From an optimization exercise on the open Yosys and OpenROAD flow, aimed at small area and a short achievable clock period; shortcuts taken in it are not production practice.
Where RTL was checked, it was by simulation tests only, not by an equivalence proof against the original.
Power is estimated from default activity; no workload was simulated.

==> flow/design.v <==
`timescale 1ns / 1ps
module FIFO(clk, rst, wr_en, rd_en, buf_in, buf_out, buf_empty, buf_full, fifo_counter);
input clk, rst, wr_en, rd_en;
input [7:0] buf_in;
output [7:0] buf_out;
output buf_empty, buf_full;
output [6:0] fifo_counter;
reg [7:0] buf_out;
reg buf_full;
reg not_empty;             
wire buf_empty = ~not_empty;
reg [5:0] cnt_lo;           
wire [6:0] fifo_counter = {buf_full, cnt_lo};
reg [7:0] mem [0:63];
reg [7:0] sel_lo;
wire do_wr = wr_en & ~buf_full;
wire do_rd = rd_en & not_empty;
wire inc = do_wr & ~do_rd;
wire dec = do_rd & ~do_wr;
integer i;
always @(posedge clk) begin
    if (do_wr) begin
        mem[0] <= buf_in;
        for (i = 1; i < 64; i = i + 1)
            mem[i] <= mem[i-1];
    end
end
wire [7:0] lo0, sel_hi;
fifo_dec3 u_dlo (.a(fifo_counter[2:0]), .y(lo0));
fifo_dec3 u_dhi (.a(fifo_counter[5:3]), .y(sel_hi));
wire [7:0] lo_up = {lo0[6:0], lo0[7]};
wire [7:0] lo_dn = {lo0[0], lo0[7:1]};
always @(posedge clk) begin
    sel_lo <= inc ? lo_up : dec ? lo_dn : lo0;
end
wire [7:0] grp [0:7];
genvar g;
generate
    for (g = 0; g < 8; g = g + 1) begin : gm
        fifo_mux8 u_m (.sel(sel_lo),
            .d0(mem[(g*8+0+63)%64]), .d1(mem[(g*8+1+63)%64]), .d2(mem[(g*8+2+63)%64]), .d3(mem[(g*8+3+63)%64]),
            .d4(mem[(g*8+4+63)%64]), .d5(mem[(g*8+5+63)%64]), .d6(mem[(g*8+6+63)%64]), .d7(mem[(g*8+7+63)%64]),
            .y(grp[g]));
    end
endgenerate
wire [7:0] out_next;
fifo_mux9 u_mt (.sel(sel_hi & {8{do_rd}}), .hold(~do_rd),
    .d0(grp[0]), .d1(grp[1]), .d2(grp[2]), .d3(grp[3]),
    .d4(grp[4]), .d5(grp[5]), .d6(grp[6]), .d7(grp[7]), .d8(buf_out),
    .y(out_next));
always @(posedge clk or posedge rst) begin
    if (rst)
        buf_out <= 8'd0;
    else
        buf_out <= out_next;
end
wire [5:0] all1, all0;
wire full_up, ne_dn;
fifo_cnt_pre u_pre (.cnt(cnt_lo), .all1(all1), .all0(all0), .full_up(full_up), .ne_dn(ne_dn));
wire [5:0] tgl = ({6{inc}} & all1) | ({6{dec}} & all0);
always @(posedge clk or posedge rst) begin
    if (rst) begin
        cnt_lo <= 6'd0;
        not_empty <= 1'b0;
        buf_full <= 1'b0;
    end else begin
        cnt_lo <= cnt_lo ^ tgl;
        if (inc) begin
            not_empty <= 1'b1;
            buf_full <= full_up;
        end else if (dec) begin
            not_empty <= ne_dn;
            buf_full <= 1'b0;
        end
    end
end
endmodule
module fifo_dec3(a, y);
input [2:0] a;
output [7:0] y;
assign y = 8'd1 << a;
endmodule
module fifo_mux8(sel, d0, d1, d2, d3, d4, d5, d6, d7, y);
input [7:0] sel;
input [7:0] d0, d1, d2, d3, d4, d5, d6, d7;
output [7:0] y;
assign y = ({8{sel[0]}} & d0) | ({8{sel[1]}} & d1) | ({8{sel[2]}} & d2) | ({8{sel[3]}} & d3)
         | ({8{sel[4]}} & d4) | ({8{sel[5]}} & d5) | ({8{sel[6]}} & d6) | ({8{sel[7]}} & d7);
endmodule
module fifo_mux9(sel, hold, d0, d1, d2, d3, d4, d5, d6, d7, d8, y);
input [7:0] sel;
input hold;
input [7:0] d0, d1, d2, d3, d4, d5, d6, d7, d8;
output [7:0] y;
assign y = ({8{sel[0]}} & d0) | ({8{sel[1]}} & d1) | ({8{sel[2]}} & d2) | ({8{sel[3]}} & d3)
         | ({8{sel[4]}} & d4) | ({8{sel[5]}} & d5) | ({8{sel[6]}} & d6) | ({8{sel[7]}} & d7)
         | ({8{hold}} & d8);
endmodule
module fifo_cnt_pre(cnt, all1, all0, full_up, ne_dn);
input [5:0] cnt;
output [5:0] all1, all0;
output full_up, ne_dn;
genvar k;
assign all1[0] = 1'b1;
assign all0[0] = 1'b1;
generate
    for (k = 1; k < 6; k = k + 1) begin : pre
        assign all1[k] = &cnt[k-1:0];
        assign all0[k] = ~|cnt[k-1:0];
    end
endgenerate
assign full_up = &cnt;
assign ne_dn = (cnt != 6'd1);
endmodule
Settings: LEC_CHECK=0, CAP_MARGIN=20, CORE_MARGIN=2, CORE_UTILIZATION=65, CTS_BUF_LIST=sky130_fd_sc_hd__clkbuf_16, CTS_CLUSTER_DIAMETER=100, CTS_CLUSTER_SIZE=30, SETUP_SLACK_MARGIN=2.85, SLEW_MARGIN=20, SYNTH_HIERARCHICAL=1, SYNTH_MINIMUM_KEEP_SIZE=0; clock period 5.0 ns.
standard.sh (not shown) runs the stock make flow with config.mk's settings and CLKGATE_MAP_FILE= SYNTH_SCRIPT=/design/flow/synth_recipe.tcl, a recipe that flattens the netlist after the stock synthesis.
==> flow/flow/run.sh <==
#!/bin/bash
# The standard layout, except that the input and output ports are
# buffered with buf_2 cells rather than the delay-cell buffer buffer_ports
# picks by default. make's full output goes to standard.log here; each ORFS
# step keeps its own log under orfs/logs/.
set -euo pipefail
bash standard.sh 'BUFFER_PORTS_ARGS=-buffer_cell sky130_fd_sc_hd__buf_2' finish > standard.log 2>&1
==> next run, changes <==
==> flow/run.sh (new file) <==
#!/bin/bash
# synth_recipe.tcl (not shown) runs the flow's synth.tcl, then flattens the netlist and writes it again
# the make line also repeats each setting of config.mk as NAME=value (left out here)
make -C /OpenROAD-flow-scripts/flow DESIGN_CONFIG=/design/flow/config.mk WORK_HOME=/design/flow/orfs CLKGATE_MAP_FILE= SYNTH_SCRIPT=/design/flow/synth_recipe.tcl finish
removed: flow/flow/run.sh
removed: flow/standard.sh
=>
- The changed run completed without violations
- core utilization rose by 0.48 points
- worst setup slack got worse by 63 ps
- cell area grows by 0.70%
- power is about the same
- non-clock buffer count falls by 1
- routed wire length came out lower by 1.3%
- hold slack hardly moves
- global-route usage rose by 0.20 points
- maximum frequency fell by 2.9%
- die area is unchanged

---

FIFO, a different RTL version from the one above (not shown whole).
For scale: ~1100 cells after synthesis, ~550 flip-flops, ~29 I/O pins.
make LEC_CHECK=0 CAP_MARGIN=20 CORE_MARGIN=2 CORE_UTILIZATION=55 CTS_BUF_LIST=sky130_fd_sc_hd__clkbuf_16 CTS_CLUSTER_DIAMETER=100 CTS_CLUSTER_SIZE=30 SETUP_SLACK_MARGIN=2.9 SLEW_MARGIN=20 SYNTH_HIERARCHICAL=1 SYNTH_MINIMUM_KEEP_SIZE=0 finish   # period 5.0 ns
run.sh (not shown) runs the stock make flow with config.mk's settings and CLKGATE_MAP_FILE= SYNTH_SCRIPT=/design/flow/synth_recipe.tcl, a recipe that flattens the netlist after the stock synthesis.
Stock flow here: none of the scripts above is used.
Rerun with:
Settings changed: CORE_UTILIZATION 55 to 65, SETUP_SLACK_MARGIN 2.9 to 2.85, TNS_END_PERCENT set to 10.
After rerunning:
- The new run completed with no timing, DRC or antenna violations
- routed wire length fell by 3.3%
- register-to-register slack barely changes
- combinational power fell by about 5%
- worst hold slack loses 0.0045 ns
- final area fell by 1.8%
- power fell by 1.4%
- maximum frequency rose by 2.4%
- flip-flop and latch count does not change
Rerun with:
Settings changed: ABC_AREA set to 1, CORE_UTILIZATION 65 to 55, SETUP_SLACK_MARGIN 2.85 to 2.9, TNS_END_PERCENT 10 to not set.
What happened:
- worst setup slack degrades by 0.040 ns
- area after synthesis went up by about 7%
- total power falls by 34%
- first-iteration DRC count went up by about 11%
- final area came out higher by 7.6%
- wire length climbs by 10%
- global-route usage shrinks by 2.6 points
- sequential power came out lower by 18%
- clock power increases by about 2%

---

FIFO again, from the RTL that the note above started with.
==> flow/design.v (excerpt) <==
module FIFO(clk, rst, wr_en, rd_en, buf_in, buf_out, buf_empty, buf_full, fifo_counter);
input clk, rst, wr_en, rd_en;
input [7:0] buf_in;
output [7:0] buf_out;
output buf_empty, buf_full;
output [6:0] fifo_counter;
reg [7:0] buf_out;
reg buf_full;
reg not_empty;             
wire buf_empty = ~not_empty;
reg [6:0] fifo_counter;
reg [7:0] mem [0:63];
reg [7:0] sel_lo, sel_hi;
wire do_wr = wr_en & ~buf_full;
wire do_rd = rd_en & not_empty;
wire inc = do_wr & ~do_rd;
wire dec = do_rd & ~do_wr;
integer i;
always @(posedge clk) begin
    if (do_wr) begin
        mem[0] <= buf_in;
        for (i = 1; i < 64; i = i + 1)
            mem[i] <= mem[i-1];
    end
end
wire [7:0] lo0, hi0;
fifo_dec3 u_dlo (.a(fifo_counter[2:0]), .y(lo0));
fifo_dec3 u_dhi (.a(fifo_counter[5:3]), .y(hi0));
wire [7:0] lo_up = {lo0[6:0], lo0[7]};
wire [7:0] lo_dn = {lo0[0], lo0[7:1]};
wire [7:0] hi_up = lo0[7] ? {hi0[6:0], hi0[7]} : hi0;
wire [7:0] hi_dn = lo0[0] ? {hi0[0], hi0[7:1]} : hi0;
always @(posedge clk) begin
    sel_lo <= inc ? lo_up : dec ? lo_dn : lo0;
    sel_hi <= inc ? hi_up : dec ? hi_dn : hi0;
end
wire [7:0] grp [0:7];
genvar g;
generate
    for (g = 0; g < 8; g = g + 1) begin : gm
        fifo_mux8 u_m (.sel(sel_lo),
            .d0(mem[(g*8+0+63)%64]), .d1(mem[(g*8+1+63)%64]), .d2(mem[(g*8+2+63)%64]), .d3(mem[(g*8+3+63)%64]),
            .d4(mem[(g*8+4+63)%64]), .d5(mem[(g*8+5+63)%64]), .d6(mem[(g*8+6+63)%64]), .d7(mem[(g*8+7+63)%64]),
            .y(grp[g]));
    end
endgenerate
wire [7:0] out_next;
fifo_mux9 u_mt (.sel(sel_hi & {8{do_rd}}), .hold(~do_rd),
  ...
Settings: LEC_CHECK=0, CAP_MARGIN=20, CORE_MARGIN=2, CORE_UTILIZATION=65, CTS_BUF_LIST=sky130_fd_sc_hd__clkbuf_16, CTS_CLUSTER_DIAMETER=100, CTS_CLUSTER_SIZE=30, SETUP_SLACK_MARGIN=3.0, SLEW_MARGIN=20, SYNTH_HIERARCHICAL=1, SYNTH_MINIMUM_KEEP_SIZE=0, TNS_END_PERCENT=10; clock period 5.0 ns.
The first run finished clean.
Edit:
- CORE_UTILIZATION: 65 -> 72
- SETUP_SLACK_MARGIN: 3.0 -> 2.85
- TNS_END_PERCENT: 10 -> not set
First-iteration DRC count went down by 0.34%.
Total power went down by 1.8%.
Synthesized cell count is unchanged.
Fmax went down by 2.2%.
Clock power is about the same.
Final area went down by 0.35%.
Routed wire length went down by 6.9%.
Setup slack gets worse by 0.050 ns.
Combinational power went down by 9.4%.

---

FIFO, a different RTL version from the one above (not shown whole).
For scale: ~21000 µm² of cells after synthesis.
clock: 5.0 ns
lec_check: 0
cap_margin: 20
core_margin: 2
core_utilization: 50
setup_slack_margin: 2.4
slew_margin: 20
The first run completed without violations.
Change:
Settings changed: ABC_CLOCK_PERIOD_IN_PS from default to 2200, CORE_UTILIZATION 50 to 55, SETUP_SLACK_MARGIN 2.4 to 2.8.
Flip-flop and latch count is unchanged.
Final cell count rises by 1.4%.
Die area fell by 8.9%.
No run of this note included a check of the RTL's function; only the layout flow was run.

---

== red ==
FIFO, a different RTL version from the one above (not shown whole).
Size in the first run: roughly 1000 cells after synthesis, about 530 flip-flops, ~20000 sq um of cells after synthesis.
==> flow/design.v (excerpt) <==
module FIFO(clk, rst, wr_en, rd_en, buf_in, buf_out, buf_empty, buf_full, fifo_counter);
clock: 5.0 ns
lec_check: 0
cap_margin: 20
core_margin: 2
core_utilization: 55
setup_slack_margin: 2.8
slew_margin: 20
synth_hierarchical: 1
synth_minimum_keep_size: 0
## Diff of input files: blue against red
- CTS_CLUSTER_SIZE now 18, previously not set
- CTS_BUF_LIST now sky130_fd_sc_hd__clkbuf_8, previously not set
- CTS_CLUSTER_DIAMETER now 80, previously not set
- Power dissipated by switching net loads: blue vs red down 4.2%
- Total power: blue below red
- Diff blue..red | adder-cell share of the synthesized area | unchanged
- Row final cell count without fillers: blue lower / red higher
- Delta(share of power burned in combinational logic, blue - red) > 0
- Re starting utilization of the core area: no difference whatsoever between blue and red.
- Cmp blue and red / via total after detailed routing / higher: red
- When blue is set beside red, its layout buffer count excluding clock buffers turns out to be 9 larger.
- Looking at first-pass GRT wire length, blue sits 520 microns below red.

---

FIFO, a different RTL version from the one above (not shown whole).
Size: roughly 1200 cells after synthesis, roughly 530 flip-flops, roughly 29 I/O pins.
Settings: LEC_CHECK=0, ABC_CLOCK_PERIOD_IN_PS=2000, CAP_MARGIN=20, CORE_MARGIN=2, CORE_UTILIZATION=60, CTS_BUF_LIST=sky130_fd_sc_hd__clkbuf_8 sky130_fd_sc_hd__clkbuf_16, CTS_CLUSTER_SIZE=40, SETUP_SLACK_MARGIN=3.0, SLEW_MARGIN=20; clock period 5.0 ns.
The starting point went through all stages and came out clean.
==> next run, changes <==
Settings changed: CTS_BUF_LIST sky130_fd_sc_hd__clkbuf_8 sky130_fd_sc_hd__clkbuf_16 to default, CTS_CLUSTER_SIZE 40 to default.
Outcome:
- The changed run finished with timing, DRC and antenna clean
- cell count fell by 0.93%
- non-clock buffer count fell by 20
- design area fell by 1.4%
- power fell by 0.88%
- worst setup slack gets better by 140 ps

---

FIFO, a different RTL version from the one above (not shown whole).
Size: about 540 flip-flops, roughly 29 I/O pins.
Settings: LEC_CHECK=0, CAP_MARGIN=20, CORE_MARGIN=2, CORE_UTILIZATION=65, CTS_BUF_LIST=sky130_fd_sc_hd__clkbuf_16, CTS_CLUSTER_DIAMETER=100, CTS_CLUSTER_SIZE=26, SETUP_SLACK_MARGIN=2.85, SLEW_MARGIN=20, SYNTH_HIERARCHICAL=1, SYNTH_MINIMUM_KEEP_SIZE=0; clock period 5.0 ns.
The baseline completed without violations.
Rerun with:
CTS_CLUSTER_SIZE = 30   (was 26)
After rerunning: Routed wire length went down slightly; die area does not change; global-route usage went down by 0.12 points; clock power went down by a little under a tenth; final cell count went down slightly; sequential power is about the same; combinational power hardly moves; flip-flop and latch count is unchanged; setup slack gains 17 ps; register-to-register slack gains 30 ps.

---

Another version of the RTL of FIFO (not shown whole).
Size: roughly 1100 cells after synthesis, roughly 21000 µm² of cells after synthesis.
Settings: LEC_CHECK=0, CAP_MARGIN=20, CORE_MARGIN=2, CORE_UTILIZATION=55, CTS_BUF_LIST=sky130_fd_sc_hd__clkbuf_16, CTS_CLUSTER_DIAMETER=100, CTS_CLUSTER_SIZE=24, SETUP_SLACK_MARGIN=3.1, SLEW_MARGIN=20, SYNTH_HIERARCHICAL=1, SYNTH_MINIMUM_KEEP_SIZE=0; clock period 5.0 ns.
==> next run, changes <==
--- a/flow/config.mk
+++ b/flow/config.mk
@@ -11,6 +11,6 @@
 export CTS_BUF_LIST = sky130_fd_sc_hd__clkbuf_16
 export CTS_CLUSTER_DIAMETER = 100
-export CTS_CLUSTER_SIZE = 24
-export SETUP_SLACK_MARGIN = 3.1
+export CTS_CLUSTER_SIZE = 30
+export SETUP_SLACK_MARGIN = 2.9
 export SLEW_MARGIN = 20
 export SYNTH_HIERARCHICAL = 1
Result: The changed run completed without violations; register-to-register slack loses 0.12 ns; power went down by about 2%; clock skew grows by 0.0099 ns; non-clock buffer count went down by 9; setup slack stays flat.
==> next run, changes <==
--- a/flow/config.mk
+++ b/flow/config.mk
@@ -9,7 +9,4 @@
 export CORE_MARGIN = 2
 export CORE_UTILIZATION = 55
-export CTS_BUF_LIST = sky130_fd_sc_hd__clkbuf_16
-export CTS_CLUSTER_DIAMETER = 100
-export CTS_CLUSTER_SIZE = 30
 export SETUP_SLACK_MARGIN = 2.9
 export SLEW_MARGIN = 20
The changed run went through all stages and came out clean.
Sequential share of layout area drops by 2.7 points.
Synthesized cell count stays the same.
Maximum frequency drops slightly.
Count of clock-buffer cells in the layout climbs by 40.
Total power climbs by about a fifth.
Wire length barely changes.
Setup slack got worse by 0.019 ns.
Register-to-register slack got worse by 0.05 ns.
Combinational power drops slightly.
Utilization climbs by 2.3 points.

what the ideal ports hide:
How much do the figures lean on ideal ports? The routed layouts below were timed once more, with nothing changed but the port constraints. Step 1, drivers: a clkbuf_16 drives clk and a buf_2 each remaining input, both assumed. Step 2 also shifts input and output timing later by t, the mid clock arrival at the registers, as if the neighbouring blocks saw the same clock. Slacks: ideal / step 1 / step 2; pairs: ideal / step 1.
run | t, ns | slack for setup (ns) | worst setup path at the end
the first run of note 1 | 0.595 | 2.870 / 2.817 / 2.404 | input to register
the second run of note 1 | 0.601 | 2.807 / 2.751 / 2.270 | input to register
the first run of note 2 | 0.611 | 2.779 / 2.726 / 2.191 | input to register
the second run of note 2 | 0.595 | 2.831 / 2.788 / 2.284 | input to register
the third run of note 2 | 0.611 | 2.791 / 2.736 / 2.357 | input to register
the first run of note 3 | 0.595 | 2.821 / 2.768 / 2.275 | input to register
the second run of note 3 | 0.598 | 2.771 / 2.777 / 2.179 | input to register
the first run of note 4 | 0.667 | 2.346 / 2.346 / 1.914 | input to register
the second run of note 4 | 0.658 | 2.413 / 2.413 / 2.058 | input to register
red | 0.627 | 2.710 / 2.669 / 2.301 | input to register
blue | 0.629 | 2.623 / 2.573 / 2.314 | input to register
the first run of note 6 | 0.655 | 1.943 / 1.943 / 1.943 | register to register
the second run of note 6 | 0.653 | 2.079 / 2.079 / 2.079 | register to register
the first run of note 7 | 0.611 | 2.820 / 2.766 / 2.246 | input to register
the second run of note 7 | 0.595 | 2.836 / 2.785 / 2.271 | input to register
the first run of note 8 | 0.629 | 2.784 / 2.728 / 2.546 | input to register
the second run of note 8 | 0.605 | 2.785 / 2.732 / 2.543 | input to register
the third run of note 8 | 0.645 | 2.766 / 2.713 / 2.325 | input to register
After both steps setup and hold are still met in every run listed. For the second run of note 3, which loses most, drivers alone change the setup slack by +0.006 ns; drivers and shift together by -0.592 ns.
